Background: an optimization exercise with open tools, aiming at a short achievable clock period and few clock cycles. Do not read the settings as production practice. Function was checked by simulation only, so behaviour that the tests miss may differ from the original. In every run shown here, the design's own scripts or RTL, not TritonCTS, make the clock network. The flow treats the clock pin as an ideal source. Dropping or thinning the clock tree relies on that and would not hold on a real chip. No activity file was given, so power comes from the tool's default toggle rates.

**config.mk**
```make
export PLATFORM = sky130hd
export DESIGN_NAME = Datapath
export DESIGN_NICKNAME = Datapath
export VERILOG_FILES = /design/flow/design.v
export SDC_FILE = /design/flow/constraint.sdc
export NUM_CORES = 4
export LEC_CHECK = 0
export ABC_CLOCK_PERIOD_IN_PS = 3500
export CAP_MARGIN = 20
export CORE_MARGIN = 2
export CORE_UTILIZATION = 55
export PLACE_DENSITY = 0.7
export SLEW_MARGIN = 20
```
**constraint.sdc**
```tcl
create_clock -name core_clock -period 14.0 [get_ports {clk}]
set_input_delay 2.8000 -clock core_clock [delete_from_list [all_inputs] [get_ports {clk}]]
set_output_delay 2.8000 -clock core_clock [all_outputs]
set_load 0.01 [all_outputs]
```
**design.v**
```verilog
module ALU(input [31:0] a, input [31:0] b, input sub, input f0, input arith,
           input [5:0] sel, output [31:0] result);
	wire [31:0] sum = a + (sub ? ~b : b) + {31'd0, sub};
	wire lt, eq;
	LtTree cmp(.a(a), .b(b), .sgn(~f0), .lt(lt), .eq(eq));
	wire [31:0] sll = a << b[4:0];
	wire [32:0] sra = $signed({arith & a[31], a}) >>> b[4:0];
	wire [31:0] x = a ^ b;
	wire [31:0] oa = f0 ? (a & b) : (a | b);
	assign result = ({32{sel[0]}} & sum)
	              | ({32{sel[1]}} & sll)
	              | {31'd0, sel[2] & lt}
	              | ({32{sel[3]}} & x)
	              | ({32{sel[4]}} & sra[31:0])
	              | ({32{sel[5]}} & oa);
endmodule
module BCompare(input [31:0] a, input [31:0] b, input [2:0] f3, output taken);
	wire eq, lt;
	LtTree cmp(.a(a), .b(b), .sgn(~f3[1]), .lt(lt), .eq(eq));
	assign taken = f3[2] ? (lt ^ f3[0]) : (eq ^ f3[0]);
endmodule
module LtTree(input [31:0] a, input [31:0] b, input sgn, output lt, output eq);
	wire [31:0] aa = {a[31] ^ sgn, a[30:0]};
	wire [31:0] bb = {b[31] ^ sgn, b[30:0]};
	wire [31:0] g0 = ~aa & bb;
	wire [31:0] e0 = ~(aa ^ bb);
	wire [15:0] g1, e1;
	wire [7:0]  g2, e2;
	wire [3:0]  g3, e3;
	wire [1:0]  g4, e4;
	genvar i;
	generate
		for (i = 0; i < 16; i = i + 1) begin : l1
			assign g1[i] = g0[2*i+1] | (e0[2*i+1] & g0[2*i]);
			assign e1[i] = e0[2*i+1] & e0[2*i];
		end
		for (i = 0; i < 8; i = i + 1) begin : l2
			assign g2[i] = g1[2*i+1] | (e1[2*i+1] & g1[2*i]);
			assign e2[i] = e1[2*i+1] & e1[2*i];
		end
		for (i = 0; i < 4; i = i + 1) begin : l3
			assign g3[i] = g2[2*i+1] | (e2[2*i+1] & g2[2*i]);
			assign e3[i] = e2[2*i+1] & e2[2*i];
		end
		for (i = 0; i < 2; i = i + 1) begin : l4
			assign g4[i] = g3[2*i+1] | (e3[2*i+1] & g3[2*i]);
			assign e4[i] = e3[2*i+1] & e3[2*i];
		end
	endgenerate
	assign lt = g4[1] | (e4[1] & g4[0]);
	assign eq = e4[1] & e4[0];
endmodule
module ControlUnit(input [31:0] IWord,
                   output wr, output ld, output st, output br,
                   output use1, output use2, output isimm, output sub, output bun,
                   output known, output kval, output f0, output arith,
                   output [5:0] sel);
	wire [6:0] opc = IWord[6:0];
	wire [2:0] f3 = IWord[14:12];
	wire is_r  = (opc == 7'b0110011);
	wire is_i  = (opc == 7'b0010011);
	wire is_ld = (opc == 7'b0000011);
	wire is_st = (opc == 7'b0100011);
	wire is_b  = (opc == 7'b1100011);
	wire is_op = is_r | is_i;
	wire rdnz  = (IWord[11:7] != 5'd0);
	wire same  = (IWord[19:15] == IWord[24:20]);
	wire rs2z  = (IWord[24:20] == 5'd0);
	assign wr   = (is_op | is_ld) & rdnz;
	assign ld   = is_ld;
	assign st   = is_st;
	assign br   = is_b & (f3[2] | ~f3[1]);
	assign use1 = is_op | is_ld | is_st | br;
	assign use2 = is_r | is_st | br;
	assign isimm = ~is_r;
	assign f0 = f3[0];
	assign arith = IWord[30];
	assign sub  = is_r & (f3 == 3'd0) & IWord[30];
	assign bun  = f3[1];
	assign known = same | (rs2z & f3[2] & f3[1]);
	assign kval  = (f3 == 3'd0) | (f3[2] & f3[0]);
	assign sel[0] = ~is_op | (f3 == 3'd0);
	assign sel[1] = is_op & (f3 == 3'd1);
	assign sel[2] = is_op & (f3[2:1] == 2'b01);
	assign sel[3] = is_op & (f3 == 3'd4);
	assign sel[4] = is_op & (f3 == 3'd5);
	assign sel[5] = is_op & (f3[2:1] == 2'b11);
endmodule
module ImmExtend(input [31:0] IWord, output [31:0] imm, output [31:0] bimm);
	wire st = (IWord[6:0] == 7'b0100011);
	assign imm  = {{20{IWord[31]}}, IWord[31:25], st ? IWord[11:7] : IWord[24:20]};
	assign bimm = {{20{IWord[31]}}, IWord[7], IWord[30:25], IWord[11:8], 1'b0};
endmodule
module PC(input [31:0] pc, output [31:0] pc4);
	assign pc4 = pc + 32'd4;
endmodule
module RegFile(input clk, input clr, input [31:1] sel1, input [31:1] sel2,
               input [31:1] wen, input [31:0] din,
               output reg [31:0] out1, output reg [31:0] out2);
	reg [31:0] r [1:31];
	integer i;
	always @(posedge clk) begin
		for (i = 1; i <= 31; i = i + 1) begin
			if (clr)
				r[i] <= 32'd0;
			else if (wen[i])
				r[i] <= din;
		end
	end
	always @(*) begin
		out1 = 32'd0;
		out2 = 32'd0;
		for (i = 1; i <= 31; i = i + 1) begin
			out1 = out1 | ({32{sel1[i]}} & r[i]);
			out2 = out2 | ({32{sel2[i]}} & r[i]);
		end
	end
endmodule
module Datapath(input clk,
					input reset,
					output [31:0] imem_addr,
					input [31:0] imem_rdata,
					output [31:0] dmem_addr,
					output [31:0] dmem_wdata,
					output dmem_we,
					input [31:0] dmem_rdata,
					output wb_valid,
					output [4:0] wb_rd,
					output [31:0] wb_data);
reg  [31:0] pc_f;
reg  [31:2] pcx;
reg         valid_d;
reg  [31:0] ir_d, pc_d;
reg  [31:1] oh1_d, oh2_d;
reg         bp_d, bh_d;
reg  [12:1] bi_d;
reg  [1:0]  ctr_d;
reg         known_e, hint_e;
reg  [5:0]  bidx_e;
reg  [1:0]  ctr_e;
reg         tbad_e, f0_e, arith_e, valid_e, wr_e, ld_e, st_e, br_e, pred_e, sub_e, bun_e;
reg  [2:0]  bf3_e;
reg  [5:0]  sel_e;
reg  [4:0]  rd_e;
reg  [31:0] a_e, b_e, s_e, alt_e;
reg         wr_m, ld_m, st_m;
reg  [4:0]  rd_m;
reg  [31:0] res_m, sd_m;
reg         wr_w;
reg  [4:0]  rd_w;
reg  [31:0] data_w;
reg  [31:1] wen_w;
reg  [31:0] daddr_q, wbd_q;
reg         reset_q;
reg         d_f0, d_arith, d_wr, d_ld, d_st, d_br, d_use1, d_use2, d_isimm, d_sub, d_bun, d_known, d_kval, d_fz;
reg  [5:0]  d_sel;
wire [31:0] d_imm, d_bimm;
wire [4:0]  rs1 = ir_d[19:15];
wire [4:0]  rs2 = ir_d[24:20];
wire [4:0]  rd  = ir_d[11:7];
wire        f_f0, f_arith, f_wr, f_ld, f_st, f_br, f_use1, f_use2, f_isimm, f_sub, f_bun, f_known, f_kval;
wire [5:0]  f_sel;
ControlUnit cu(.IWord(imem_rdata), .wr(f_wr), .ld(f_ld), .st(f_st), .br(f_br),
               .use1(f_use1), .use2(f_use2), .isimm(f_isimm), .sub(f_sub),
               .bun(f_bun), .known(f_known), .kval(f_kval), .f0(f_f0), .arith(f_arith), .sel(f_sel));
wire        f_fz = (imem_rdata[24:20] == 5'd0) & (imem_rdata[14:13] == 2'b00);
ImmExtend ie(.IWord(ir_d), .imm(d_imm), .bimm(d_bimm));
wire [31:0] rf1, rf2;
RegFile regs(.clk(clk), .clr(reset_q), .sel1(oh1_d), .sel2(oh2_d),
             .wen(wen_w), .din(data_w), .out1(rf1), .out2(rf2));
wire [31:0] alu_res;
wire        taken;
wire [31:0] m_val = ld_m ? dmem_rdata : res_m;
wire e1 = wr_e & (rd_e == rs1);
wire m1 = wr_m & (rd_m == rs1);
wire w1 = wr_w & (rd_w == rs1);
wire e2 = wr_e & (rd_e == rs2);
wire m2 = wr_m & (rd_m == rs2);
wire w2 = wr_w & (rd_w == rs2);
wire [31:0] o1 = m1 ? m_val : w1 ? data_w : rf1;
wire [31:0] o2 = m2 ? m_val : w2 ? data_w : rf2;
wire stall = valid_d & ld_e & ((d_use1 & e1) | (d_use2 & e2));
wire d_pred = d_br & (d_known ? d_kval : d_bimm[31] ^ ctr_d[1]);
wire [31:0] d_target = pc_d + d_bimm;
wire [31:0] d_pc4 = pc_d + 32'd4;
wire mispred = br_e & ((taken ^ pred_e) | tbad_e);
wire d_go = valid_d & ~stall & ~mispred;
wire d_tbad = d_pred & bp_d & (bi_d != d_bimm[12:1]);
wire [31:0] zs = a_e ^ b_e ^ {a_e[30:0] | b_e[30:0], 1'b0};
wire e_sumz = ~|zs;
wire d_fuse = e1 & wr_e & ~ld_e & sel_e[0] & ~sub_e & d_fz;
wire d_final = ~d_br ? 1'b0 : d_fuse ? (e_sumz ^ ir_d[12]) : d_pred;
wire redirect_d = d_go & (d_final ^ bp_d);
assign imem_addr = pc_f;
localparam NB = 4;
reg  [NB-1:0] bv;
reg  [31:2]   btag [0:NB-1];
reg  [12:1]   bimm [0:NB-1];
reg  [31:0]   btgt [0:NB-1];
reg  [NB-1:0] bknown, bhnt;
reg  [1:0]    bptr;
reg  [NB-1:0] bhit;
reg  [31:0]   f_btgt;
reg  [12:1]   f_bimm;
integer k;
always @(*) begin
	f_btgt = 32'd0;
	f_bimm = 12'd0;
	for (k = 0; k < NB; k = k + 1) begin
		bhit[k] = bv[k] & (btag[k] == pcx);
		f_btgt = f_btgt | ({32{bhit[k]}} & btgt[k]);
		f_bimm = f_bimm | ({12{bhit[k]}} & bimm[k]);
	end
end
wire f_bh = |bhit;
reg  f_bk, f_bhint;
always @(*) begin
	f_bk = 1'b0;
	f_bhint = 1'b0;
	for (k = 0; k < NB; k = k + 1) begin
		f_bk = f_bk | (bhit[k] & bknown[k]);
		f_bhint = f_bhint | (bhit[k] & bhnt[k]);
	end
end
reg  [1:0] bht [0:63];
wire [1:0] f_ctr = bht[pcx[7:2]];
wire f_bp = f_bh & (f_bk | (f_bhint ^ f_ctr[1]));
wire [31:0] f_pc4;
PC pcinc(.pc(pc_f), .pc4(f_pc4));
wire [31:0] f_next = redirect_d ? (bp_d ? d_pc4 : d_target) : f_bp ? f_btgt : f_pc4;
always @(posedge clk) begin
	reset_q <= reset;
	if (reset) begin
		pc_f <= 32'd0;
		valid_d <= 1'b0;
	end else if (mispred) begin
		pc_f <= alt_e;
		valid_d <= 1'b0;
	end else if (!stall) begin
		pc_f <= f_next;
		valid_d <= ~redirect_d;
	end
	if (mispred)
		pcx <= alt_e[31:2];
	else if (!stall)
		pcx <= f_next[31:2];
	if (!stall) begin
		ir_d <= imem_rdata;
		d_f0 <= f_f0;
		d_arith <= f_arith;
		d_wr <= f_wr;
		d_ld <= f_ld;
		d_st <= f_st;
		d_br <= f_br;
		d_use1 <= f_use1;
		d_use2 <= f_use2;
		d_isimm <= f_isimm;
		d_sub <= f_sub;
		d_bun <= f_bun;
		d_known <= f_known;
		d_kval <= f_kval;
		d_fz <= f_fz;
		d_sel <= f_sel;
		for (k = 1; k < 32; k = k + 1) begin
			oh1_d[k] <= (imem_rdata[19:15] == k);
			oh2_d[k] <= (imem_rdata[24:20] == k);
		end
		pc_d <= pc_f;
		bp_d <= f_bp;
		bh_d <= f_bh;
		bi_d <= f_bimm;
		ctr_d <= f_ctr;
	end
end
wire btb_ins = valid_d & ~stall & d_final & ~bh_d;
reg        ins_q;
reg [31:2] ins_tag;
reg [12:1] ins_imm;
reg        ins_known, ins_hint;
reg [31:0] ins_tgt;
always @(posedge clk) begin
	ins_q <= btb_ins;
	ins_tag <= pc_d[31:2];
	ins_imm <= d_bimm[12:1];
	ins_tgt <= d_target;
	ins_known <= d_known;
	ins_hint <= d_bimm[31];
end
always @(posedge clk) begin
	if (reset_q | (br_e & tbad_e)) begin
		bv <= {NB{1'b0}};
		bptr <= 2'd0;
	end else if (ins_q) begin
		bv[bptr] <= 1'b1;
		bptr <= bptr + 2'd1;
	end
	if (ins_q) begin
		btag[bptr] <= ins_tag;
		bimm[bptr] <= ins_imm;
		btgt[bptr] <= ins_tgt;
		bknown[bptr] <= ins_known;
		bhnt[bptr] <= ins_hint;
	end
end
always @(posedge clk) begin
	if (reset) begin
		valid_e <= 1'b0;
		wr_e <= 1'b0;
		ld_e <= 1'b0;
		st_e <= 1'b0;
		br_e <= 1'b0;
	end else begin
		valid_e <= d_go;
		wr_e <= d_go & d_wr;
		ld_e <= d_go & d_ld;
		st_e <= d_go & d_st;
		br_e <= d_go & d_br;
	end
	pred_e <= d_final;
	known_e <= d_known;
	hint_e <= d_bimm[31];
	bidx_e <= pc_d[7:2];
	ctr_e <= ctr_d;
	tbad_e <= d_tbad;
	sub_e <= d_sub;
	f0_e <= d_f0;
	arith_e <= d_arith;
	bun_e <= d_bun;
	bf3_e <= ir_d[14:12];
	sel_e <= d_sel;
	rd_e <= rd;
	a_e <= e1 ? alu_res : o1;
	b_e <= (e2 & ~d_isimm) ? alu_res : d_isimm ? d_imm : o2;
	s_e <= e2 ? alu_res : o2;
	alt_e <= d_tbad ? pc_d : d_pred ? d_pc4 : d_target;
end
ALU alu(.a(a_e), .b(b_e), .sub(sub_e), .f0(f0_e), .arith(arith_e), .sel(sel_e), .result(alu_res));
BCompare bc(.a(a_e), .b(s_e), .f3(bf3_e), .taken(taken));
always @(posedge clk) begin
	if (reset) begin
		wr_m <= 1'b0;
		ld_m <= 1'b0;
		st_m <= 1'b0;
	end else begin
		wr_m <= wr_e;
		ld_m <= ld_e;
		st_m <= st_e;
	end
	rd_m <= rd_e;
	res_m <= alu_res;
	daddr_q <= alu_res & {32{ld_e | st_e}};
	sd_m <= s_e;
end
wire agree = (taken == hint_e);
reg        upd_q;
reg  [5:0] upd_idx;
reg  [1:0] upd_val;
always @(posedge clk) begin
	upd_q <= ~reset & br_e & ~known_e;
	upd_idx <= bidx_e;
	upd_val <= agree ? (ctr_e == 2'd0 ? 2'd0 : ctr_e - 2'd1)
	                 : (ctr_e == 2'd3 ? 2'd3 : ctr_e + 2'd1);
	if (reset_q) begin
		for (k = 0; k < 64; k = k + 1)
			bht[k] <= 2'd0;
	end else if (upd_q) begin
		bht[upd_idx] <= upd_val;
	end
end
assign dmem_addr = daddr_q;
assign dmem_wdata = sd_m;
assign dmem_we = st_m;
always @(posedge clk) begin
	if (reset) begin
		wr_w <= 1'b0;
		wen_w <= 31'd0;
	end else begin
		wr_w <= wr_m;
		for (k = 1; k < 32; k = k + 1)
			wen_w[k] <= wr_m & (rd_m == k);
	end
	rd_w <= rd_m;
	data_w <= m_val;
	wbd_q <= m_val & {32{wr_m}};
end
assign wb_valid = wr_w;
assign wb_rd = rd_w;
assign wb_data = wbd_q;
endmodule
```
**flow/run.sh**
```bash
#!/bin/bash
cp standard.sh standard.sh.log
export SETUP_SLACK_MARGIN=10
export PRE_CTS_TCL="$PWD/flow/manual_cts.tcl"
export MCTS_SINKS=18
bash standard.sh > standard.log 2>&1
```
**flow/manual_cts.tcl**
```tcl
# Two-level clock tree built here in place of TritonCTS (sourced as
# PRE_CTS_TCL; it replaces the clock_tree_synthesis command that ORFS's
# cts.tcl then calls, and the rest of cts.tcl runs unchanged).
# The clock port drives NROOT clkbuf_16 roots; each root drives the leaf
# clkbuf_16 of one part of the die; each leaf drives a cluster of nearby
# registers. Every register's clock goes through exactly two buffers, and the
# clusters are cut from the placement by recursive bisection so that they
# have equal sizes.
set ::mcts_nroot [expr {[info exists ::env(MCTS_NROOT)] ? $::env(MCTS_NROOT) : 4}]
set ::mcts_sinks [expr {[info exists ::env(MCTS_SINKS)] ? $::env(MCTS_SINKS) : 18}]
set ::mcts_leaf [expr {[info exists ::env(MCTS_LEAF)] ? $::env(MCTS_LEAF) : "sky130_fd_sc_hd__clkbuf_16"}]
set ::mcts_root "sky130_fd_sc_hd__clkbuf_16"

# items: list of {x y payload}; returns k groups of near-equal size
proc mcts_split {items k} {
  if {$k <= 1} { return [list $items] }
  set xs [lmap i $items {lindex $i 0}]
  set ys [lmap i $items {lindex $i 1}]
  set w [expr {[tcl::mathfunc::max {*}$xs] - [tcl::mathfunc::min {*}$xs]}]
  set h [expr {[tcl::mathfunc::max {*}$ys] - [tcl::mathfunc::min {*}$ys]}]
  set idx [expr {$w >= $h ? 0 : 1}]
  set sorted [lsort -integer -index $idx $items]
  set k1 [expr {$k / 2}]
  set n [llength $sorted]
  set n1 [expr {int(round(double($n) * $k1 / $k))}]
  return [concat [mcts_split [lrange $sorted 0 [expr {$n1 - 1}]] $k1] \
                 [mcts_split [lrange $sorted $n1 end] [expr {$k - $k1}]]]
}

proc mcts_centroid {items} {
  set sx 0; set sy 0
  foreach i $items { set sx [expr {$sx + [lindex $i 0]}]; set sy [expr {$sy + [lindex $i 1]}] }
  set n [llength $items]
  return [list [expr {int($sx / $n)}] [expr {int($sy / $n)}]]
}

proc mcts_place {inst xy} {
  set m [$inst getMaster]
  set x [expr {[lindex $xy 0] - [$m getWidth] / 2}]
  set y [expr {[lindex $xy 1] - [$m getHeight] / 2}]
  $inst setLocation $x $y
  $inst setPlacementStatus PLACED
}

rename clock_tree_synthesis __mcts_tritoncts
proc clock_tree_synthesis {args} {
  set db [ord::get_db]
  set block [ord::get_db_block]
  set port [$block findBTerm clk]
  set clk [$port getNet]
  set sinks {}
  foreach it [$clk getITerms] {
    set xy [$it getAvgXY]
    lappend sinks [list [lindex $xy 1] [lindex $xy 2] $it]
  }
  set n [llength $sinks]
  set nleaf [expr {int(ceil(double($n) / $::mcts_sinks))}]
  set nleaf [expr {(($nleaf + $::mcts_nroot - 1) / $::mcts_nroot) * $::mcts_nroot}]
  puts "manual CTS: $n sinks, $::mcts_nroot roots, $nleaf leaves"
  set lmaster [$db findMaster $::mcts_leaf]
  set rmaster [$db findMaster $::mcts_root]
  set parts [mcts_split $sinks $::mcts_nroot]
  set r 0
  foreach part $parts {
    set rnet [odb::dbNet_create $block "clknet_root_$r"]
    $rnet setSigType CLOCK
    set leaves {}
    set l 0
    foreach grp [mcts_split $part [expr {$nleaf / $::mcts_nroot}]] {
      set xy [mcts_centroid $grp]
      set inst [odb::dbInst_create $block $lmaster "clkbuf_leaf_${r}_$l"]
      mcts_place $inst $xy
      set lnet [odb::dbNet_create $block "clknet_leaf_${r}_$l"]
      $lnet setSigType CLOCK
      foreach s $grp {
        set it [lindex $s 2]
        $it disconnect
        $it connect $lnet
      }
      [$inst findITerm X] connect $lnet
      [$inst findITerm A] connect $rnet
      lappend leaves [list {*}$xy $inst]
      incr l
    }
    set rinst [odb::dbInst_create $block $rmaster "clkbuf_root_$r"]
    mcts_place $rinst [mcts_centroid $leaves]
    [$rinst findITerm X] connect $rnet
    [$rinst findITerm A] connect $clk
    incr r
  }
  set_propagated_clock [all_clocks]
}
```
**standard.sh**
```bash
#!/bin/bash
# synth_recipe.tcl (not shown) runs the flow's synth.tcl, then flattens the netlist and writes it again
# the make line also repeats each setting of config.mk as NAME=value (left out here)
make -C /OpenROAD-flow-scripts/flow DESIGN_CONFIG=/design/flow/config.mk WORK_HOME=/design/flow/orfs CLKGATE_MAP_FILE= SYNTH_SCRIPT=/design/flow/synth_recipe.tcl "${@:-finish}"
```
==> summary.md, run 1 <==
| Metric | Value |
|---|---|
| Run status | `finished with violations` |
| Failed Checks | `capacitance limit` |
| Worst Path Required | `14620 ps` |
| Slew at the pin closest to its max-slew limit | `1460 ps` |
| Final wirelength | `418000 um` |
| Fmax | `232 MHz` |
| Die footprint | `182000 um2` |
| Max cap viols | `1` |
| Clock power share | `0.332` |
| Via density | `7.36` |
| Number of nets with antenna violations after routing | `0` |
| Die Y | `427 um` |
| CP arrival | `4930 ps` |
| # IOs | `201` |
| Sequential fraction of the synthesis area | `0.490` |
| Slowest Stage Delay on Critical Path | `1280 ps` |
| CP startpoint kind | `flop` |
| DR pass1 iterations | `11` |
| Detailed Route Iter0 Violations | `17400` |
| Int Pwr | `8020 uW` |
| # fillers | `14800` |
| EDFF count, synth | `621` |
| Worst min path class | `reg -> reg` |
| Top cells by area, synth | `dfxtp_1 (30%), edfxtp_1 (19%), mux2i_1 (11%)` |
| Final setup skew | `38.8 ps` |
| Initial Util | `0.552` |
| Final Critical Period | `4300 ps` |
| Remaining global-route overflow | `0` |
| R2R cell count | `9` |
| Die W | `427 um` |
| Post-Syn Area per Cell | `10.3 um2` |
| R2r endpoint | `b_e[18]` |
| Initial antenna violation count | `52` |
| Yosys warns | `3` |
| Synthesis-to-layout area growth | `8.63%` |
| Vias | `86100` |
| Row count | `155` |
| Worst skew pair latency | `700 ps` |
| Most common cell on crit path | `a211oi_1` |
| Layout cells sized above 1 | `0.111` |
| Vias in the first global route | `77800` |
| Min-Delay Endpoint | `bf3_e[2]` |
| All-Layer GR Usage | `0.436` |
| Synth Register Bits | `2094` |
| Power per cell area | `99.1 nW/um2` |
| Area leader, netlist | `dfxtp_1` |
| CP Cell Sequence | `buf_4 > a22o_1 > a221oi_1 > nand4_1 > nor3_1 > a211oi_1 > a211oi_1 > a21oi_1 > a21bo_2` |
| Hold wc startpoint | `ir_d[14]` |
| Nets | `9586` |
| Port Buffers | `200` |
| Leakage | `0.0383 uW` |
| Cells after Synth | `9537` |
| DP HPWL | `247000 um` |
| Core region area | `178000 um2` |
| Setup crit end kind | `flop` |
| Hold_ws | `345 ps` |
| Flop pwr share | `0.603` |
| Ratio of final minimum period to clock period | `0.307` |
| Synth cell types | `94` |
| Most frequently used flop master after synthesis | `dfxtp_1` |
| First-pass GRT wire length | `577000 um` |
| Crit Path Category | `reg -> reg` |
| GPL Wtd Cong | `0.999` |
| Synthesized cell area | `98200 um2` |
| Sw power | `2550 uW` |
| Most frequent cells in the layout | `nor2_1 (1400), dfxtp_1 (1312), mux2i_1 (1069), edfxtp_1 (621), a22oi_1 (381)` |
| FF-to-FF setup slack | `9700 ps` |
| RSZ-0062 raised after global routing | `yes` |
| Worst rel slew slack | `0.0212` |
| Comb pwr share | `0.065` |
| Net Sw Frac | `0.241` |
| Hold path cells | `0` |
| Worst r2r src | `oh2_d[10]` |
| Final count of negative-setup-slack endpoints | `0` |
| Setup_tns | `0 ps` |
| Worst-path clk slew | `80 ps` |
| Share of the synthesized area in the top cell type | `0.300` |
| Max VDD drop | `0.192 mV` |
| DRC errors left | `0` |
| Final Hold Viols | `0` |
| Most common cell after layout, fill and taps aside | `nor2_1` |
| Fin. max-slew vios | `0` |
| Sequential cell area | `48600 um2` |
| Largest net degree at the start of global routing | `207` |
| Critical path peak fanout | `23` |
| Multi-input logic area | `47000 um2` |
| CP max-delay cell | `edfxtp_1` |
| DR WL/cell | `35.7 um` |
| Syn Nets | `9803` |
| Async S/R FF share, synth | `0` |
area by class of cell:
cell class,count,share of cell area
flip-flops and latches,2094,0.455
multi-input cells,6431,0.441
repair buffers,498,0.0404
plain buffers,124,0.0291
well taps,2355,0.0276
inverters,171,0.00629
diodes,31,0.000727
Yosys cell counts, types with 88 or more instances:
master / n
nand2_1: 342
xor2_1: 172
dfxtp_1: 1473
mux2i_1: 1071
inv_1: 168
a222oi_1: 102
nor2_1: 1408
a211oi_1: 120
a22o_1: 290
a21o_1: 88
buf_1: 155
ha_1: 198
o21ai_0: 209
edfxtp_1: 621
mux4_2: 94
nand4_1: 199
a22oi_1: 381
a221oi_1: 295
nor3_1: 122
nand3_1: 137
and3_1: 167
clkbuf_1: 659
a21oi_1: 249
xnor2_1: 188
cells by family (layout without fill, tap and decap cells):
| group | after synthesis | in the layout | share of synthesized area |
|---|---|---|---|
| buf+inv | 1016 | 793 | 0.0397 |
| xor+xnor | 361 | 361 | 0.0323 |
| fa+ha+maj | 202 | 202 | 0.0258 |
| other cells | 0 | 31 | 0 |
| simple gates | 2661 | 2663 | 0.123 |
| mux | 1223 | 1225 | 0.137 |
| compound gates | 1980 | 1980 | 0.152 |
| flops | 2094 | 2094 | 0.490 |
power groups by stage:
stage | sequential (uW) | combinational (uW) | clock [uW]
floorplan | 6460 | 401 | 0
global placement | 6520 | 599 | 0
detailed placement | 6520 | 606 | 0
CTS | 6370 | 630 | 3480
global route | 6380 | 695 | 3680
finish | 6380 | 682 | 3510
routing by layer:
layer | GRT usage | vias up | wire (um) | part of all wire
met1 | 0.562 | 41200 | 149000 | 0.36
met5 | 0.0138 | - | 711 | 0.0017
met4 | 0.269 | 45 | 36500 | 0.087
li1 | - | 34700 | - | -
met2 | 0.606 | 7772 | 166000 | 0.40
met3 | 0.178 | 2430 | 66400 | 0.16
state kept, by name (all words and copies together) (netlist names), 48 cells and up, named ones only:
register  flops
btag        120
btgt        128
bht         128
bimm         48
regs.r      992
critical path: cells and delay by family (launching register included):
kind	cells	cell delay, ps
compound gates	6	1960
flops	1	1280
buf+inv	1	720
simple gates	2	270
worst max-delay path by stage:
stage / slack, ps / depth (start not counted) / from / endpoint
2_1_floorplan: 9980 / 15 / b_e[2] / pcx[11]
3_3_place_gp: 8670 / 13 / a_e[31] / pcx[29]
3_5_place_dp: 8610 / 13 / a_e[11] / pcx[29]
4_1_cts: 9980 / 6 / reset / pc_f[19]
5_1_grt: 9970 / 13 / ir_d[8] / pcx[21]
6_report: 9700 / 9 / oh2_d[10] / b_e[18]
what timing repair did:
| item | 4_1_cts | 5_1_grt |
|---|---|---|
| setup endpoints to repair | 500 | 211 |
| setup buffers | 58 | 21 |
| gates cloned | 7 | 7 |
| hold buffers | 0 | 0 |
| pin swaps | 9 | 13 |
| gates resized for setup | 828 | 108 |
| hold endpoints to repair | 0 | 0 |
through the flow:
stage          cell area [um2]  setup WS, ps  power [uW]   util  std cells
2_1_floorplan            98200          9980        6860      -       9537
3_3_place_gp            102000          8670        7120  0.572      11500
3_5_place_dp            102000          8610        7130  0.572      11500
4_1_cts                 106000          9980       10500  0.594      11600
5_1_grt                 107000          9970       10800  0.599      11700
6_report                107000          9700       10600  0.600      11700
Testbench counts, summed over its fixed seeds: cycles 58,268.
==> run 2, diff against run 1 <==
--- a/design.v
+++ b/design.v
@@ -153,4 +153,6 @@
 reg  [31:0] daddr_q, wbd_q;
 reg         reset_q;
+wire        stall;
+integer k;
 reg         d_f0, d_arith, d_wr, d_ld, d_st, d_br, d_use1, d_use2, d_isimm, d_sub, d_bun, d_known, d_kval, d_fz;
 reg  [5:0]  d_sel;
@@ -161,8 +163,16 @@
 wire        f_f0, f_arith, f_wr, f_ld, f_st, f_br, f_use1, f_use2, f_isimm, f_sub, f_bun, f_known, f_kval;
 wire [5:0]  f_sel;
-ControlUnit cu(.IWord(imem_rdata), .wr(f_wr), .ld(f_ld), .st(f_st), .br(f_br),
+wire [31:0] fw = stall ? ir_d : imem_rdata;
+ControlUnit cu(.IWord(fw), .wr(f_wr), .ld(f_ld), .st(f_st), .br(f_br),
                .use1(f_use1), .use2(f_use2), .isimm(f_isimm), .sub(f_sub),
                .bun(f_bun), .known(f_known), .kval(f_kval), .f0(f_f0), .arith(f_arith), .sel(f_sel));
-wire        f_fz = (imem_rdata[24:20] == 5'd0) & (imem_rdata[14:13] == 2'b00);
+reg  [31:1] f_oh1, f_oh2;
+always @(*) begin
+	for (k = 1; k < 32; k = k + 1) begin
+		f_oh1[k] = (fw[19:15] == k);
+		f_oh2[k] = (fw[24:20] == k);
+	end
+end
+wire        f_fz = (fw[24:20] == 5'd0) & (fw[14:13] == 2'b00);
 ImmExtend ie(.IWord(ir_d), .imm(d_imm), .bimm(d_bimm));
 wire [31:0] rf1, rf2;
@@ -180,5 +190,5 @@
 wire [31:0] o1 = m1 ? m_val : w1 ? data_w : rf1;
 wire [31:0] o2 = m2 ? m_val : w2 ? data_w : rf2;
-wire stall = valid_d & ld_e & ((d_use1 & e1) | (d_use2 & e2));
+assign stall = valid_d & ld_e & ((d_use1 & e1) | (d_use2 & e2));
 wire d_pred = d_br & (d_known ? d_kval : d_bimm[31] ^ ctr_d[1]);
 wire [31:0] d_target = pc_d + d_bimm;
@@ -203,5 +213,4 @@
 reg  [31:0]   f_btgt;
 reg  [12:1]   f_bimm;
-integer k;
 always @(*) begin
 	f_btgt = 32'd0;
@@ -245,31 +254,27 @@
 	else if (!stall)
 		pcx <= f_next[31:2];
-	if (!stall) begin
-		ir_d <= imem_rdata;
-		d_f0 <= f_f0;
-		d_arith <= f_arith;
-		d_wr <= f_wr;
-		d_ld <= f_ld;
-		d_st <= f_st;
-		d_br <= f_br;
-		d_use1 <= f_use1;
-		d_use2 <= f_use2;
-		d_isimm <= f_isimm;
-		d_sub <= f_sub;
-		d_bun <= f_bun;
-		d_known <= f_known;
-		d_kval <= f_kval;
-		d_fz <= f_fz;
-		d_sel <= f_sel;
-		for (k = 1; k < 32; k = k + 1) begin
-			oh1_d[k] <= (imem_rdata[19:15] == k);
-			oh2_d[k] <= (imem_rdata[24:20] == k);
-		end
-		pc_d <= pc_f;
-		bp_d <= f_bp;
-		bh_d <= f_bh;
-		bi_d <= f_bimm;
-		ctr_d <= f_ctr;
-	end
+	ir_d <= fw;
+	d_f0 <= f_f0;
+	d_arith <= f_arith;
+	d_wr <= f_wr;
+	d_ld <= f_ld;
+	d_st <= f_st;
+	d_br <= f_br;
+	d_use1 <= f_use1;
+	d_use2 <= f_use2;
+	d_isimm <= f_isimm;
+	d_sub <= f_sub;
+	d_bun <= f_bun;
+	d_known <= f_known;
+	d_kval <= f_kval;
+	d_fz <= f_fz;
+	d_sel <= f_sel;
+	oh1_d <= f_oh1;
+	oh2_d <= f_oh2;
+	pc_d <= ({32{~stall}} & pc_f) | ({32{stall}} & pc_d);
+	bp_d <= (~stall & f_bp) | (stall & bp_d);
+	bh_d <= (~stall & f_bh) | (stall & bh_d);
+	bi_d <= ({12{~stall}} & f_bimm) | ({12{stall}} & bi_d);
+	ctr_d <= ({2{~stall}} & f_ctr) | ({2{stall}} & ctr_d);
 end
 wire btb_ins = valid_d & ~stall & d_final & ~bh_d;
==> flow/run.sh (replaced) <==
#!/bin/bash
cp standard.sh standard.sh.log
export SETUP_SLACK_MARGIN=10.5
export PRE_CTS_TCL="$PWD/flow/manual_cts.tcl"
export MCTS_SINKS=18
bash standard.sh > standard.log 2>&1
--- a/config.mk
+++ b/config.mk
@@ -7,7 +7,7 @@
 export LEC_CHECK = 0
 export ABC_CLOCK_PERIOD_IN_PS = 3500
-export CAP_MARGIN = 20
+export CAP_MARGIN = 35
 export CORE_MARGIN = 2
-export CORE_UTILIZATION = 55
-export PLACE_DENSITY = 0.7
-export SLEW_MARGIN = 20
+export CORE_UTILIZATION = 45
+export PLACE_DENSITY = 0.62
+export SLEW_MARGIN = 30
==> run 2 against run 1 <==
Net effect: now clean on timing, DRC and antenna; sequential share of layout area shrank 3.9 points; final area grew 7.6%; hold slack lost 15 ps; global-route usage shrank 4.8 points; first-iteration DRC count shrank 4.7%; fmax grew 5.5%; combinational power grew 21%; die area grew 21%; via count grew 1.3%.
==> summary.md, run 2 <==
| Metric | Value |
|---|---|
| Pwr Total | `10700 uW (+1.5%)` |
| Via density | `6.94 (-5.6%)` |
| Top cells by area, synth | `dfxtp_1 (32%), edfxtp_1 (16%), mux2i_1 (11%)` |
| Port Buffers | `200 (unchanged)` |
| Initial Util | `0.454 (-0.0985)` |
| Initial antenna violation count | `36 (-31%)` |
| WP buf/inv | `1 (unchanged)` |
| Core region area | `215000 um2 (+21%)` |
| Largest registers | `regs.r: 992 flops, bht: 128 flops, btgt: 128 flops` |
| EDFF count, synth | `516 (-17%)` |
| Power per cell area | `93.4 nW/um2 (-5.7%)` |
| Area leader, netlist | `dfxtp_1` |
| Flop pwr share | `0.593 (-0.010)` |
| Async S/R FF share, synth | `0 (unchanged)` |
| Final Critical Period | `4080 ps (-223 ps)` |
| Cells after Synth | `9605 (+0.71%)` |
| Most frequent cells in the layout | `nor2_1 (1433), dfxtp_1 (1275), mux2i_1 (1042), edfxtp_1 (516), buf_4 (435)` |
| # hold bufs at CTS | `0 (unchanged)` |
| CP max-delay cell | `dfxtp_4` |
| Nets | `9977 (+4.1%)` |
| Worst min path class | `reg -> reg` |
| DR WL/cell | `36.3 um (+1.7%)` |
| Setup_tns | `0 ps (unchanged)` |
| Yosys warns | `3 (unchanged)` |
| PnR worst setup slack | `9920 ps (+223 ps)` |
| # IOs | `201 (unchanged)` |
| Die Y | `470 um (+10%)` |
| CP arrival | `1280 ps (-3650 ps)` |
| Synthesis-to-layout area growth | `17.7%` |
| Critical path peak fanout | `1 (-96%)` |
| Placed inst area | `103000 um2 (+1.1%)` |
| Worst-path clk slew | `80 ps (about the same)` |
| Die W | `470 um (+10%)` |
| Worst Path Required | `11200 ps (-3420 ps)` |
| Post-Synth XOR/XNOR Area | `0.0321 (-0.000148)` |
| CP startpoint kind | `flop` |
| Row count | `170 (+9.7%)` |
| Leakage | `0.0413 uW (+7.9%)` |
| Synth top cells by count | `dfxtp_1 (1578), nor2_1 (1455), mux2i_1 (1077), clkbuf_1 (659), edfxtp_1 (516)` |
| Sequential fraction of the synthesis area | `0.483 (-0.00757)` |
| Synthesized cell area | `97600 um2 (-0.65%)` |
| R2R cell count | `18 (+9)` |
| GPL Wtd Cong | `1.04 (+4.3%)` |
| Fmax | `245 MHz (+5.5%)` |
| Most frequent cell after synthesis | `dfxtp_1` |
| Max reg flops | `992 (unchanged)` |
| Final setup skew | `50.2 ps (+11.4 ps)` |
| Most common cell after layout, fill and taps aside | `nor2_1` |
| Max cap viols | `0 (-1)` |
| Fin area | `115000 um2 (+7.6%)` |
| Main combinational cell family by area after synthesis | `compound AO/OA/AOI/OAI gates` |
| Hold path cells | `0 (unchanged)` |
| Crit Path Category | `reg -> out` |
| DP HPWL | `268000 um (+8.6%)` |
| Stages on worst setup path | `1 (-8)` |
| Layout cells sized above 1 | `0.197 (+0.0856)` |
| Comb pwr share | `0.077 (+0.012)` |
| Compound-Gate Fraction of Synth Area | `0.153 (+0.00123)` |
| Largest net degree at the start of global routing | `220 (+6.3%)` |
| Synth Register Bits | `2094 (unchanged)` |
| Syn Nets | `9871 (+0.69%)` |
| Post-Syn Area per Cell | `10.2 um2 (-1.4%)` |
| All-Layer GR Usage | `0.389 (-0.0476)` |
| Final count of negative-setup-slack endpoints | `0 (unchanged)` |
| Worst skew pair latency | `730 ps (+30 ps)` |
| DR pass1 iterations | `14 (+3)` |
| Most frequently used flop master after synthesis | `dfxtp_1` |
| Slew at the pin closest to its max-slew limit | `1130 ps (-333 ps)` |
| Crit path max-delay family | `flip-flops` |
| Number of nets with antenna violations after routing | `0 (unchanged)` |
| Remaining global-route overflow | `0 (unchanged)` |
| Slowest Stage Delay on Critical Path | `430 ps (-850 ps)` |
| Synth Area in Adders | `0.0260 (+0.000169)` |
| Max VDD drop | `0.186 mV (-3.1%)` |
| Net Sw Frac | `0.249 (+0.00733)` |
| Worst rel slew slack | `0.249 (+0.228)` |
| Top reg by flops | `regs.r` |
| Int Pwr | `8060 uW (+0.50%)` |
| Run status | `no timing/DRC/antenna violations` |
| Synth Area in Simple Gates | `0.126 (+0.00338)` |
| Sw power | `2670 uW (+4.6%)` |
| Clock power share | `0.330 (-0.002)` |
| Setup crit end kind | `output pin` |
| Vias | `87200 (+1.3%)` |
| DRC errors left | `0 (unchanged)` |
| Vias in the first global route | `80200 (+3.0%)` |
| RSZ-0062 raised after global routing | `yes` |
| Detailed Route Iter0 Violations | `16600 (-4.7%)` |
| First-pass GRT wire length | `623000 um (+8.1%)` |
| Die footprint | `221000 um2 (+21%)` |
| Ratio of final minimum period to clock period | `0.291 (-0.0160)` |
| Fin. max-slew vios | `0 (unchanged)` |
| CP Cell Sequence | `buf_6` |
| Mux contribution to synthesized area | `0.139 (+0.00174)` |
| Share of the synthesized area in the top cell type | `0.324 (+0.0235)` |
| Setup WS pre-CTS | `8780 ps (+170 ps)` |
| Final Hold Viols | `0 (unchanged)` |
| Synth cell types | `96 (+2.1%)` |
| Final wirelength | `457000 um (+9.3%)` |
==> run 2: cell types whose count changed after synthesis, moves of 27 or more <==
cell and change:
a21oi_1 -30, dfxtp_1 +105, edfxtp_1 -105, nor2_1 +47, nor4_1 -27, o21ai_0 -48
xnor2_1 +57, xor2_1 -65
==> run 2: kinds of logic after synthesis <==
family,after synthesis
compound gates,1957
xor+xnor,354
simple gates,2719
buf+inv,1049
mux,1230
fa+ha+maj,202
flops,2094
==> run 2: final cells by class <==
class / instances / area [um2]
Fill cell: 18600 / 100000
Multi-Input combinational cell: 6471 / 50700
Sequential cell: 2094 / 47800
Timing Repair Buffer: 829 / 8810
Tap cell: 2838 / 3550
Buffer: 124 / 3100
Inverter: 190 / 792
Antenna cell: 21 / 52.6
Timing Repair inverter: 1 / 8.76
==> run 2: worst paths after layout <==
kind / start / end / slack [ps]
hold / removal: d_sel[0] / sel_e[0] / 330
setup / recovery: wbd_q[9] / wb_data[9] / 9920
hold reg to reg: d_sel[0] / sel_e[0] / 330
setup reg to reg: a_e[18] / pcx[5] / 10160
==> run 2: timing repair <==
action                     in CTS  in global routing
setup endpoints to repair     628                523
setup buffers                 250                109
resized for setup            1391                401
cloned                         31                  8
pin swaps                     133                196
==> run 2: power groups by stage <==
stage / sequential, uW / clock [uW] / combinational [uW]
2_1_floorplan: 6420 / 0 / 423
3_3_place_gp: 6520 / 0 / 595
3_5_place_dp: 6510 / 0 / 615
4_1_cts: 6350 / 3550 / 743
5_1_grt: 6360 / 3760 / 841
6_report: 6360 / 3540 / 825
==> run 2: through the flow <==
stage               hold WS [ps]  cells  utilization
CTS                          331  12400        0.520
floorplan                    310   9605            -
detailed placement           319  12000        0.478
global placement             314  12000        0.474
finish                       330  12600        0.534
global route                 343  12600        0.534
==> run 2: per-layer routing <==
metal  global-route usage  routed length [um]  vias to the layer above
met2                0.552              184000                     7233
met1                0.503              168000                    42400
met5              0.00844                 937                        -
met3                0.135               65800                     2079
li1                     -                   -                    35400
met4                0.245               37900                       40
Testbench counts of run 2, summed over its fixed seeds: cycles 58,268.
==> run 3, diff against run 2 <==
--- a/flow/run.sh
+++ b/flow/run.sh
@@ -4,3 +4,4 @@
 export PRE_CTS_TCL="$PWD/flow/manual_cts.tcl"
 export MCTS_SINKS=18
+export MCTS_MID=4
 bash standard.sh > standard.log 2>&1
--- a/flow/manual_cts.tcl
+++ b/flow/manual_cts.tcl
@@ -2,7 +2,8 @@
 # PRE_CTS_TCL; it replaces the clock_tree_synthesis command that ORFS's
 # cts.tcl then calls, and the rest of cts.tcl runs unchanged).
-# The clock port drives NROOT clkbuf_16 roots; each root drives the leaf
+# The clock port drives NROOT clkbuf_16 roots; each root drives MCTS_MID
+# middle clkbuf_16 (if MCTS_MID > 1), which drive the leaf
 # clkbuf_16 of one part of the die; each leaf drives a cluster of nearby
-# registers. Every register's clock goes through exactly two buffers, and the
+# registers. Every register's clock goes through the same number of buffers, and the
 # clusters are cut from the placement by recursive bisection so that they
 # have equal sizes.
@@ -11,4 +12,5 @@
 set ::mcts_leaf [expr {[info exists ::env(MCTS_LEAF)] ? $::env(MCTS_LEAF) : "sky130_fd_sc_hd__clkbuf_16"}]
 set ::mcts_root "sky130_fd_sc_hd__clkbuf_16"
+set ::mcts_mid [expr {[info exists ::env(MCTS_MID)] ? $::env(MCTS_MID) : 1}]
 
 # items: list of {x y payload}; returns k groups of near-equal size
@@ -56,33 +58,56 @@
   set n [llength $sinks]
   set nleaf [expr {int(ceil(double($n) / $::mcts_sinks))}]
-  set nleaf [expr {(($nleaf + $::mcts_nroot - 1) / $::mcts_nroot) * $::mcts_nroot}]
+  set q [expr {$::mcts_nroot * $::mcts_mid}]
+  set nleaf [expr {(($nleaf + $q - 1) / $q) * $q}]
   puts "manual CTS: $n sinks, $::mcts_nroot roots, $nleaf leaves"
   set lmaster [$db findMaster $::mcts_leaf]
   set rmaster [$db findMaster $::mcts_root]
   set parts [mcts_split $sinks $::mcts_nroot]
+  set nmid $::mcts_mid
   set r 0
   foreach part $parts {
     set rnet [odb::dbNet_create $block "clknet_root_$r"]
     $rnet setSigType CLOCK
-    set leaves {}
-    set l 0
-    foreach grp [mcts_split $part [expr {$nleaf / $::mcts_nroot}]] {
-      set xy [mcts_centroid $grp]
-      set inst [odb::dbInst_create $block $lmaster "clkbuf_leaf_${r}_$l"]
-      mcts_place $inst $xy
-      set lnet [odb::dbNet_create $block "clknet_leaf_${r}_$l"]
-      $lnet setSigType CLOCK
-      foreach s $grp {
-        set it [lindex $s 2]
-        $it disconnect
-        $it connect $lnet
+    set mids {}
+    set m 0
+    foreach mpart [mcts_split $part $nmid] {
+      if {$nmid > 1} {
+        set mnet [odb::dbNet_create $block "clknet_mid_${r}_$m"]
+        $mnet setSigType CLOCK
+      } else {
+        set mnet $rnet
       }
-      [$inst findITerm X] connect $lnet
-      [$inst findITerm A] connect $rnet
-      lappend leaves [list {*}$xy $inst]
-      incr l
+      set leaves {}
+      set l 0
+      foreach grp [mcts_split $mpart [expr {$nleaf / $::mcts_nroot / $nmid}]] {
+        set xy [mcts_centroid $grp]
+        set inst [odb::dbInst_create $block $lmaster "clkbuf_leaf_${r}_${m}_$l"]
+        mcts_place $inst $xy
+        set lnet [odb::dbNet_create $block "clknet_leaf_${r}_${m}_$l"]
+        $lnet setSigType CLOCK
+        foreach s $grp {
+          set it [lindex $s 2]
+          $it disconnect
+          $it connect $lnet
+        }
+        [$inst findITerm X] connect $lnet
+        [$inst findITerm A] connect $mnet
+        lappend leaves [list {*}$xy $inst]
+        incr l
+      }
+      if {$nmid > 1} {
+        set minst [odb::dbInst_create $block $rmaster "clkbuf_mid_${r}_$m"]
+        set mxy [mcts_centroid $leaves]
+        mcts_place $minst $mxy
+        [$minst findITerm X] connect $mnet
+        [$minst findITerm A] connect $rnet
+        lappend mids [list {*}$mxy $minst]
+      } else {
+        set mids [concat $mids $leaves]
+      }
+      incr m
     }
     set rinst [odb::dbInst_create $block $rmaster "clkbuf_root_$r"]
-    mcts_place $rinst [mcts_centroid $leaves]
+    mcts_place $rinst [mcts_centroid $mids]
     [$rinst findITerm X] connect $rnet
     [$rinst findITerm A] connect $clk
==> run 3 against run 2 <==
Net effect: critical path depth increased by 1; synthesized cell count unchanged; first-iteration DRC count about the same; critical path type unchanged; highest routed layer unchanged; die area unchanged; global-route usage increased by 0.16 points.
==> summary.md, run 3 <==
| Metric | Value |
|---|---|
| Run status | `no timing/DRC/antenna violations` |
| # IOs | `201 (unchanged)` |
| Fmax | `251 MHz (+2.3%)` |
| CP startpoint kind | `flop` |
| Ratio of final minimum period to clock period | `0.285 (-0.00656)` |
| Synth top cells by count | `dfxtp_1 (1578), nor2_1 (1455), mux2i_1 (1077), clkbuf_1 (659), edfxtp_1 (516)` |
| Setup crit end kind | `output pin` |
| Hold_ws | `331 ps (+1.47 ps)` |
| Top cells by area, synth | `dfxtp_1 (32%), edfxtp_1 (16%), mux2i_1 (11%)` |
| Vias in the first global route | `80600 (+0.60%)` |
| Crit path max-delay family | `flip-flops` |
| Final setup skew | `79.3 ps (+29.1 ps)` |
| Fin cells | `12600 (+0.25%)` |
| GPL Wtd Cong | `1.04 (unchanged)` |
| Final wirelength | `458000 um (+0.34%)` |
| Die footprint | `221000 um2 (unchanged)` |
| Most frequent cells in the layout | `nor2_1 (1430), dfxtp_1 (1283), mux2i_1 (1048), edfxtp_1 (516), buf_4 (452)` |
| Initial Util | `0.454 (unchanged)` |
| RSZ-0062 raised after global routing | `yes` |
| Detailed Route Iter0 Violations | `16600 (-0.024%)` |
| Worst skew pair latency | `660 ps (-70 ps)` |
| Area leader, netlist | `dfxtp_1` |
| DP HPWL | `268000 um (unchanged)` |
| Vias | `87500 (+0.32%)` |
| Port Buffers | `200 (unchanged)` |
| Via density | `6.95 (about the same)` |
| CP Cell Sequence | `buf_6 > buf_6` |
| Fin. max-slew vios | `0 (unchanged)` |
| Worst rel slew slack | `0.240 (-0.00891)` |
| Worst Path Required | `11200 ps (about the same)` |
| DRC errors left | `0 (unchanged)` |
| Final count of negative-setup-slack endpoints | `0 (unchanged)` |
| Crit Path Category | `reg -> out` |
| Synth cell types | `96 (unchanged)` |
| Core region area | `215000 um2 (unchanged)` |
| Top reg by flops | `regs.r` |
| Synthesized cell area | `97600 um2 (unchanged)` |
| Slew at the pin closest to its max-slew limit | `1140 ps (+13.4 ps)` |
| Final Hold Viols | `0 (unchanged)` |
| WP buf/inv | `2 (+1)` |
| Max VDD drop | `0.0806 mV (-57%)` |
| EDFF count, synth | `516 (unchanged)` |
| All-Layer GR Usage | `0.390 (+0.00158)` |
| First-pass GRT wire length | `625000 um (+0.37%)` |
| Synth Register Bits | `2094 (unchanged)` |
| DP Cell Count | `12000 (unchanged)` |
| Syn Nets | `9871 (unchanged)` |
| DR pass1 iterations | `12 (-2)` |
| DR WL/cell | `36.4 um (about the same)` |
| Power per cell area | `97.1 nW/um2 (+3.9%)` |
| Layout cells sized above 1 | `0.196 (-0.000565)` |
| Final Critical Period | `3990 ps (-91.9 ps)` |
| Nets | `10000 (+0.33%)` |
| Most frequently used flop master after synthesis | `dfxtp_1` |
| Cells after Synth | `9605 (unchanged)` |
| Max reg flops | `992 (unchanged)` |
| Setup_tns | `0 ps (unchanged)` |
| Slowest Stage Delay on Critical Path | `320 ps (-110 ps)` |
| Largest registers | `regs.r: 992 flops, bht: 128 flops, btgt: 128 flops` |
| Max cap viols | `0 (unchanged)` |
| Number of nets with antenna violations after routing | `0 (unchanged)` |
| Critical path peak fanout | `2 (+1)` |
| Most common cell after layout, fill and taps aside | `nor2_1` |
| CP arrival | `1190 ps (-90 ps)` |
| Sequential fraction of the synthesis area | `0.483 (unchanged)` |
| # fillers | `18600 (-0.011%)` |
| Most frequent cell after synthesis | `dfxtp_1` |
| Worst min path class | `reg -> reg` |
| Post-Syn Area per Cell | `10.2 um2 (unchanged)` |
| Synthesis-to-layout area growth | `18.0%` |
| Worst-path clk slew | `80 ps (about the same)` |
| Remaining global-route overflow | `0 (unchanged)` |
| Largest net degree at the start of global routing | `220 (unchanged)` |
| Die W | `470 um (unchanged)` |
| CP max-delay cell | `dfxtp_2` |
| Async S/R FF share, synth | `0 (unchanged)` |
| Initial antenna violation count | `33 (-8.3%)` |
| Die Y | `470 um (unchanged)` |
| Leakage | `0.0416 uW (+0.81%)` |
| Share of the synthesized area in the top cell type | `0.324 (unchanged)` |
| Most common cell on crit path | `buf_6` |
| Yosys warns | `3 (unchanged)` |
| Row count | `170 (unchanged)` |
[run 3: cell counts after synthesis]
Identical to the previous run, type by type.
[run 3: layout make-up]
cell class	count	area (um2)	area share
sequential	2094	47800	0.415
tap	2838	3550	0.0309
buffer	148	3700	0.0322
timing repair buffer	837	8750	0.0760
antenna	19	47.5	0.000413
inverter	190	778	0.00676
multi-input combinational	6472	50500	0.439
timing repair inverter	1	8.76	0.0000761
[run 3: cells by family (layout without fill, tap and decap cells)]
group                      after synthesis  after routing  share of synthesized area
and+or+nand+nor                       2719           2728                      0.126
muxes                                 1230           1230                      0.139
DFF                                   2094           2094                      0.483
adders and majority gates              202            202                     0.0260
xor gates and xnor gates               354            354                     0.0321
other                                    0             19                          0
buffers and inverters                 1049           1176                     0.0409
AOI/OAI and AO/OA                     1957           1958                      0.153
[run 3: worst paths after layout]
kind	endpoint	depth (start not counted)	from	slack, ps
max	imem_addr[19]	2	pc_f[19]	10010
min	sel_e[0]	0	d_sel[0]	330
max reg2reg	daddr_q[31]	17	b_e[3]	10150
min reg2reg	sel_e[0]	0	d_sel[0]	330
[run 3: per-layer routing]
layer  wire length [um]  part of all wire  GRT usage  vias to the layer above
met3              67000              0.15      0.144                     2150
met2             184000              0.40      0.553                     7404
met4              38900             0.085      0.248                       33
li1                   -                 -          -                    35500
met5                526            0.0011    0.00173                        -
met1             168000              0.37      0.500                    42400
[run 3: through the flow]
step / utilization / area (um2) / power (uW) / setup slack (ps)
floorplan: - / 98000 / 6840 / 10310
global placement: 0.474 / 102000 / 7110 / 8760
detailed placement: 0.478 / 103000 / 7130 / 8780
CTS: 0.523 / 112000 / 11100 / 10020
global route: 0.535 / 115000 / 11400 / 10020
finish: 0.535 / 115000 / 11200 / 10010
[run 3: worst register-to-register path: stages, from the launching register on]
cell and delay (ps):
dfxtp_4 360, buf_12 120, buf_6 100, buf_6 100, buf_6 110, xor2_2 140, ha_1 350, nor2b_4 160
or4_4 590, and2_4 210, a31oi_4 280, o21ai_2 130, o211ai_2 180, buf_6 160, mux2i_1 100, a221oi_2 400
buf_4 190, nor2_1 30
[run 3: what timing repair did]
| item | in CTS | in global routing |
|---|---|---|
| endpoints found under the setup margin | 632 | 533 |
| hold buffers | 0 | 0 |
| setup buffers | 265 | 107 |
| gates cloned | 32 | 5 |
| gates resized for setup | 1447 | 326 |
| pin swaps | 184 | 169 |
[run 3: power breakdown]
part	switching, uW	internal, uW	total [uW]
clock network	2120	1880	4000
registers	136	6230	6360
logic	524	287	811

port drivers added, routing unchanged:
No port has a modelled driver above. Below, the same layouts with a new extraction and two added sets of constraints. Step 1 assumes that a clkbuf_16 drives the clock port and a buf_2 every other input. Step 2 adds t to the input delays and takes it off the output delays; t is the mean of the earliest and latest rising clock arrival at the registers after step 1. Input paths then give back, and output paths get back, about the clock's delay inside the block. Three values: ideal ports, drivers, drivers and shift; two values: the first two.
run | t (ns) | slack for setup (ns) | latest minus earliest clock arrival (ns) | worst slew at a driven data input, ns
run 1 | 0.885 | 9.696 / 9.696 / 9.338 | 0.047 / 0.047 | 0.24
run 2 | 0.925 | 9.920 / 9.696 / 9.571 | 0.051 / 0.052 | 0.23
run 3 | 0.837 | 10.011 / 9.791 / 9.723 | 0.080 / 0.079 | 0.26
For run 1, which loses most, drivers alone change the setup slack by 0.000 ns; drivers and shift together by -0.358 ns.
